Background: an optimization exercise with open tools, aiming at small area, a short achievable clock period and few clock cycles per item. Do not read the settings as production practice. RTL that was checked went through simulation tests only; none was proved equivalent to the original. Power is estimated from default activity; no workload was simulated.

Setup of run A:
Design ALU_top, start of the top module:
module ALU_top(
    input soc_clk,
    input reset,
    input [31:0] ALU_dat1,
    input [31:0] ALU_dat2,
    input [5:0] Instruction_from_CU,
    output ALU_overflow,
    output ALU_con_met,
    output ALU_zero,
    output ALU_err,
    output ALU_ready,
    output [31:0] ALU_out,
    output ALU_accept
);
export LEC_CHECK = 0
export CAP_MARGIN = 20
export CORE_MARGIN = 2
export CORE_UTILIZATION = 40
export SLEW_MARGIN = 20
create_clock -name core_clock -period 14.0 [get_ports {soc_clk}]
standard.sh (not shown) runs the stock make flow with config.mk's settings and CLKGATE_MAP_FILE= SYNTH_SCRIPT=/design/flow/synth_recipe.tcl, a recipe that flattens the netlist after the stock synthesis.
==> flow/flow/run.sh <==
#!/bin/bash
# Standard ORFS layout (the standard.sh), with plain buf_2 port buffers and a
# setup margin so that the repair steps size the logic for a shorter period.
set -euo pipefail
bash standard.sh "BUFFER_PORTS_ARGS=-buffer_cell sky130_fd_sc_hd__buf_2" SETUP_SLACK_MARGIN=8.0 finish > standard.log 2>&1
Testbench counts of run A, summed over its fixed seeds: cycles 24,000, items 12,000.
Inputs modified between run A and run B:
==> flow/flow/run.sh <==
#!/bin/bash
# Standard ORFS layout (the standard.sh), with plain buf_2 port buffers and a
# setup margin so that the repair steps size the logic for a shorter period.
set -euo pipefail
bash standard.sh "BUFFER_PORTS_ARGS=-buffer_cell sky130_fd_sc_hd__buf_2" SETUP_SLACK_MARGIN=8.5 finish > standard.log 2>&1
[summary]
- Run A → run B: share of the clock period used by the worst path after layout moved down; detailed placer's ending HPWL moved up; CTS sink count level; number of standard cells in the layout, taps in and fillers out level; final non-filler cell area moved up.
- Between run B and run A, the worst hold margin is higher for run A.
- Per the comparison of run B with run A, clock period minus final worst setup slack dropped 0.14 ns, share of total power consumed by net switching climbed 0.80 points, sequential share of layout area dropped 0.30 points, power per cell area dropped 1.5%.
- Of run B and run A, it is run B that has the lower count of clock-buffer cells in the layout.
### run B -> run C
- an added ABC_AREA of 1
Findings:
- Critical path buffer and inverter count is higher on run C
- Between run B and run C, design area is higher for run B, run C comes in under that.
- Changes observed in run C relative to run B: maximum number of pins on one net before global-route repair +69%; utilization has decreased; sequential group power now sits at about the same level; global-route usage went down by 2.8 points.
- Worst setup slack: run C > run B
- Clock share of power ends up lower on run B.
- Run B ended up with met5 as its highest metal layer used by the detailed router; run C ended up with met4.
- From run C to run B, clock-buffer cell count did not move at all.
- Power, run B and run C: larger value in run B
- Compared with run B, run C shows a routability congestion estimate from global placement that is 3.8% lower.
Changes in run D relative to run C:
- ABC_AREA no longer set, was 1
==> flow/flow/run.sh <==
#!/bin/bash
# Standard ORFS layout (the standard.sh), with plain buf_2 port buffers and a
# setup margin so that the repair steps size the logic for a shorter period.
set -euo pipefail
bash standard.sh "BUFFER_PORTS_ARGS=-buffer_cell sky130_fd_sc_hd__buf_2" SETUP_SLACK_MARGIN=9.0 finish > standard.log 2>&1
## What came out
- Run D against run C: fraction of final layout cells sized beyond drive strength 1 moved up, worst slack after detailed placement moved down.
- Re routed length on met1: run D is about 4.4% up on run C.
- From run D to run C, well-tap cell count did not move at all.
- Instruction_from_CU[4] as the launching instance or port of the critical path was reported by run C, and Instruction_from_CU[2] by run D.
- Compared with run C, in run D area of the die moved down, shortest clock period the worst path allows after layout moved up, iteration count of the initial detailed-routing pass moved up.

== north ==
Another version of the RTL of ALU_top (not shown whole).
Size in the first run: roughly 940 cells after synthesis, about 110 I/O pins, about 7900 um^2 of cells after synthesis.
// ALU_top
module ALU_top(
    input soc_clk,
    input reset,
    input [31:0] ALU_dat1,
    input [31:0] ALU_dat2,
    input [5:0] Instruction_from_CU,
    output ALU_overflow,
    output ALU_con_met,
    output ALU_zero,
    output ALU_err,
    output ALU_ready,
    output [31:0] ALU_out,
    output ALU_accept
);
==> flow/config.mk <==
export PLATFORM = sky130hd
export DESIGN_NAME = ALU_top
export DESIGN_NICKNAME = ALU_top
export VERILOG_FILES = /design/flow/design.v
export SDC_FILE = /design/flow/constraint.sdc
export NUM_CORES = 4
export LEC_CHECK = 0
export CAP_MARGIN = 20
export CORE_MARGIN = 2
export CORE_UTILIZATION = 40
export SLEW_MARGIN = 20
==> flow/constraint.sdc <==
create_clock -name core_clock -period 14.0 [get_ports {soc_clk}]
set_input_delay 2.8000 -clock core_clock [delete_from_list [all_inputs] [get_ports {soc_clk}]]
set_output_delay 2.8000 -clock core_clock [all_outputs]
set_load 0.01 [all_outputs]
==> flow/flow/run.sh <==
#!/bin/bash
# Standard ORFS layout, with plain buffers on the ports and a setup margin for the repair steps.
set -euo pipefail
bash standard.sh "BUFFER_PORTS_ARGS=-buffer_cell sky130_fd_sc_hd__buf_2" SETUP_SLACK_MARGIN=8.5 finish > standard.log 2>&1
The following lists how south was set up differently from north:
==> flow/flow/run.sh <==
#!/bin/bash
# Standard ORFS layout, with plain buffers on the ports instead of the default choice.
set -euo pipefail
bash standard.sh "BUFFER_PORTS_ARGS=-buffer_cell sky130_fd_sc_hd__buf_2" finish > standard.log 2>&1
Results
- Run comparison: south timing startpoint of the critical path Instruction_from_CU[1]; north timing startpoint of the critical path Instruction_from_CU[5]
- Post-route fraction of the period consumed by the critical path (lower): north
- Compared with north, in south growth of design area from synthesis to finish -21 points, area taken by multi-input logic gates -about 12%.
- Relative to north, south improves total length of routed wires.
- Re net switching power: south and north aren't equal, and the lower value belongs to south.
- Looking at proportion of power drawn by combinational gates across south and north, the one that comes out higher is north.
- Least setup slack across all paths after layout ends up lower on south.
Function was not checked in any run of this note: the RTL went through the layout flow alone.

ALU_top, a different RTL version from the one above (not shown whole).
Size: ~1000 cells after synthesis, roughly 35 flip-flops, ~110 I/O pins.
export LEC_CHECK = 0
export ABC_AREA = 1
export CAP_MARGIN = 20
export CORE_MARGIN = 2
export CORE_UTILIZATION = 60
export SLEW_MARGIN = 20
create_clock -name core_clock -period 14.0 [get_ports {soc_clk}]
==> flow/flow/run.sh <==
#!/bin/bash
# Standard ORFS layout (the standard.sh), with plain buf_2 port buffers, a
# setup margin so that the repair steps size the logic for a shorter period,
# and clock tree synthesis without dummy balancing loads.
set -euo pipefail
bash standard.sh "BUFFER_PORTS_ARGS=-buffer_cell sky130_fd_sc_hd__buf_2" SETUP_SLACK_MARGIN=8.4 \
  "CTS_ARGS=-sink_clustering_enable -repair_clock_nets -dont_use_dummy_load" finish > standard.log 2>&1
Testbench counts at the start, summed over its fixed seeds: cycles 24,000, items 12,000.
Then changed:
--- a/flow/flow/run.sh
+++ b/flow/flow/run.sh
@@ -5,3 +5,3 @@
 set -euo pipefail
-bash standard.sh "BUFFER_PORTS_ARGS=-buffer_cell sky130_fd_sc_hd__buf_2" SETUP_SLACK_MARGIN=8.4 \
+bash standard.sh "BUFFER_PORTS_ARGS=-buffer_cell sky130_fd_sc_hd__buf_2" SETUP_SLACK_MARGIN=8.15 RECOVER_POWER=100 \
   "CTS_ARGS=-sink_clustering_enable -repair_clock_nets -dont_use_dummy_load" finish > standard.log 2>&1
The changed run finished with timing, DRC and antenna clean.
Power came out lower by 7.8%.
Sequential cell count does not change.
Cell area came out lower by 8.3%.
Global-route usage went down by 0.73 points.
Then changed:
==> flow/flow/run.sh (replaced) <==
#!/bin/bash
# Standard ORFS layout (the standard.sh), with plain buf_2 port buffers and a
# setup margin so that the repair steps size the logic for a shorter period.
set -euo pipefail
bash standard.sh "BUFFER_PORTS_ARGS=-buffer_cell sky130_fd_sc_hd__buf_2" SETUP_SLACK_MARGIN=8.0 finish > standard.log 2>&1
--- a/flow/config.mk
+++ b/flow/config.mk
@@ -11,2 +11,3 @@
 export CORE_UTILIZATION = 60
+export GPL_TIMING_DRIVEN = 1
 export SLEW_MARGIN = 20
After rerunning:
- global-route usage hardly moves
- non-clock buffer count came out lower by 6
- setup slack improved by 0.99 ns
- core utilization rose by 0.70 points
- worst hold slack hardly moves
Then changed:
==> flow/flow/run.sh (replaced) <==
#!/bin/bash
# Standard ORFS layout (the standard.sh), with plain buf_2 port buffers and a
# setup margin so that the repair steps size the logic for a shorter period.
set -euo pipefail
bash standard.sh "BUFFER_PORTS_ARGS=-buffer_cell sky130_fd_sc_hd__buf_2" SETUP_SLACK_MARGIN=8.3 finish > standard.log 2>&1
--- a/flow/config.mk
+++ b/flow/config.mk
@@ -11,3 +11,2 @@
 export CORE_UTILIZATION = 60
-export GPL_TIMING_DRIVEN = 1
 export SLEW_MARGIN = 20
Result: The new run finished with timing, DRC and antenna clean; maximum frequency went up by 2.5%; worst setup slack is better by 0.14 ns; final area increases by 4.9%; non-clock buffer count goes up by 16; core utilization went up by 3.4 points; hold slack barely changes; global-route usage increases by 0.17 points; power came out higher by 3.5%.
Then changed:
==> flow/flow/run.sh (replaced) <==
#!/bin/bash
# Standard ORFS layout (the standard.sh), with plain buf_2 port buffers and a
# setup margin so that the repair steps size the logic for a shorter period.
set -euo pipefail
bash standard.sh "BUFFER_PORTS_ARGS=-buffer_cell sky130_fd_sc_hd__buf_2" SETUP_SLACK_MARGIN=8.0 finish > standard.log 2>&1
Worst setup slack degrades by 0.14 ns.
Global-route usage falls by 0.17 points.
Sequential share of layout area rises by 0.51 points.
Wire length falls by 5.5%.
Total power falls by 3.4%.
Synthesized cell count does not change.
Utilization falls by 3.4 points.
Worst hold slack is about the same.

-- separate check: timing with driven ports --
How much do the figures lean on ideal ports? The routed layouts below were timed once more, with nothing changed but the port constraints.
Step 1, drivers: a clkbuf_16 drives soc_clk and a buf_2 each remaining input, both assumed.
Step 2 adds t to the input delays and takes it off the output delays; t is the mean of the earliest and latest rising clock arrival at the registers after step 1. Input paths then give back, and output paths get back, about the clock's delay inside the block.
Slacks: ideal ports / drivers / drivers and shift; pairs: ideal ports / drivers.
| run | t, ns | slack for setup (ns) | worst slew at a driven data input, ns |
|---|---|---|---|
| run A | 0.316 | 7.786 / 7.781 / 7.465 | 0.07 |
| run B | 0.312 | 7.930 / 7.919 / 7.607 | 0.08 |
| run C | 0.324 | 7.996 / 7.989 / 7.665 | 0.06 |
| run D | 0.306 | 7.849 / 7.821 / 7.514 | 0.07 |
| north | 0.323 | 8.284 / 8.278 / 7.955 | 0.06 |
| south | 0.326 | 6.513 / 6.531 / 6.205 | 0.04 |
| the first run of note 3 | 0.315 | 8.332 / 8.343 / 8.028 | 0.07 |
| the second run of note 3 | 0.316 | 7.260 / 7.253 / 6.937 | 0.04 |
| the third run of note 3 | 0.320 | 8.246 / 8.255 / 7.935 | 0.04 |
| the fourth run of note 3 | 0.322 | 8.386 / 8.350 / 8.028 | 0.06 |
| the fifth run of note 3 | 0.320 | 8.246 / 8.255 / 7.935 | 0.04 |
After both steps every run listed still meets setup and hold. The setup slack of the fourth run of note 3, which loses most, moves by -0.036 ns with the drivers and by -0.358 ns with both steps.
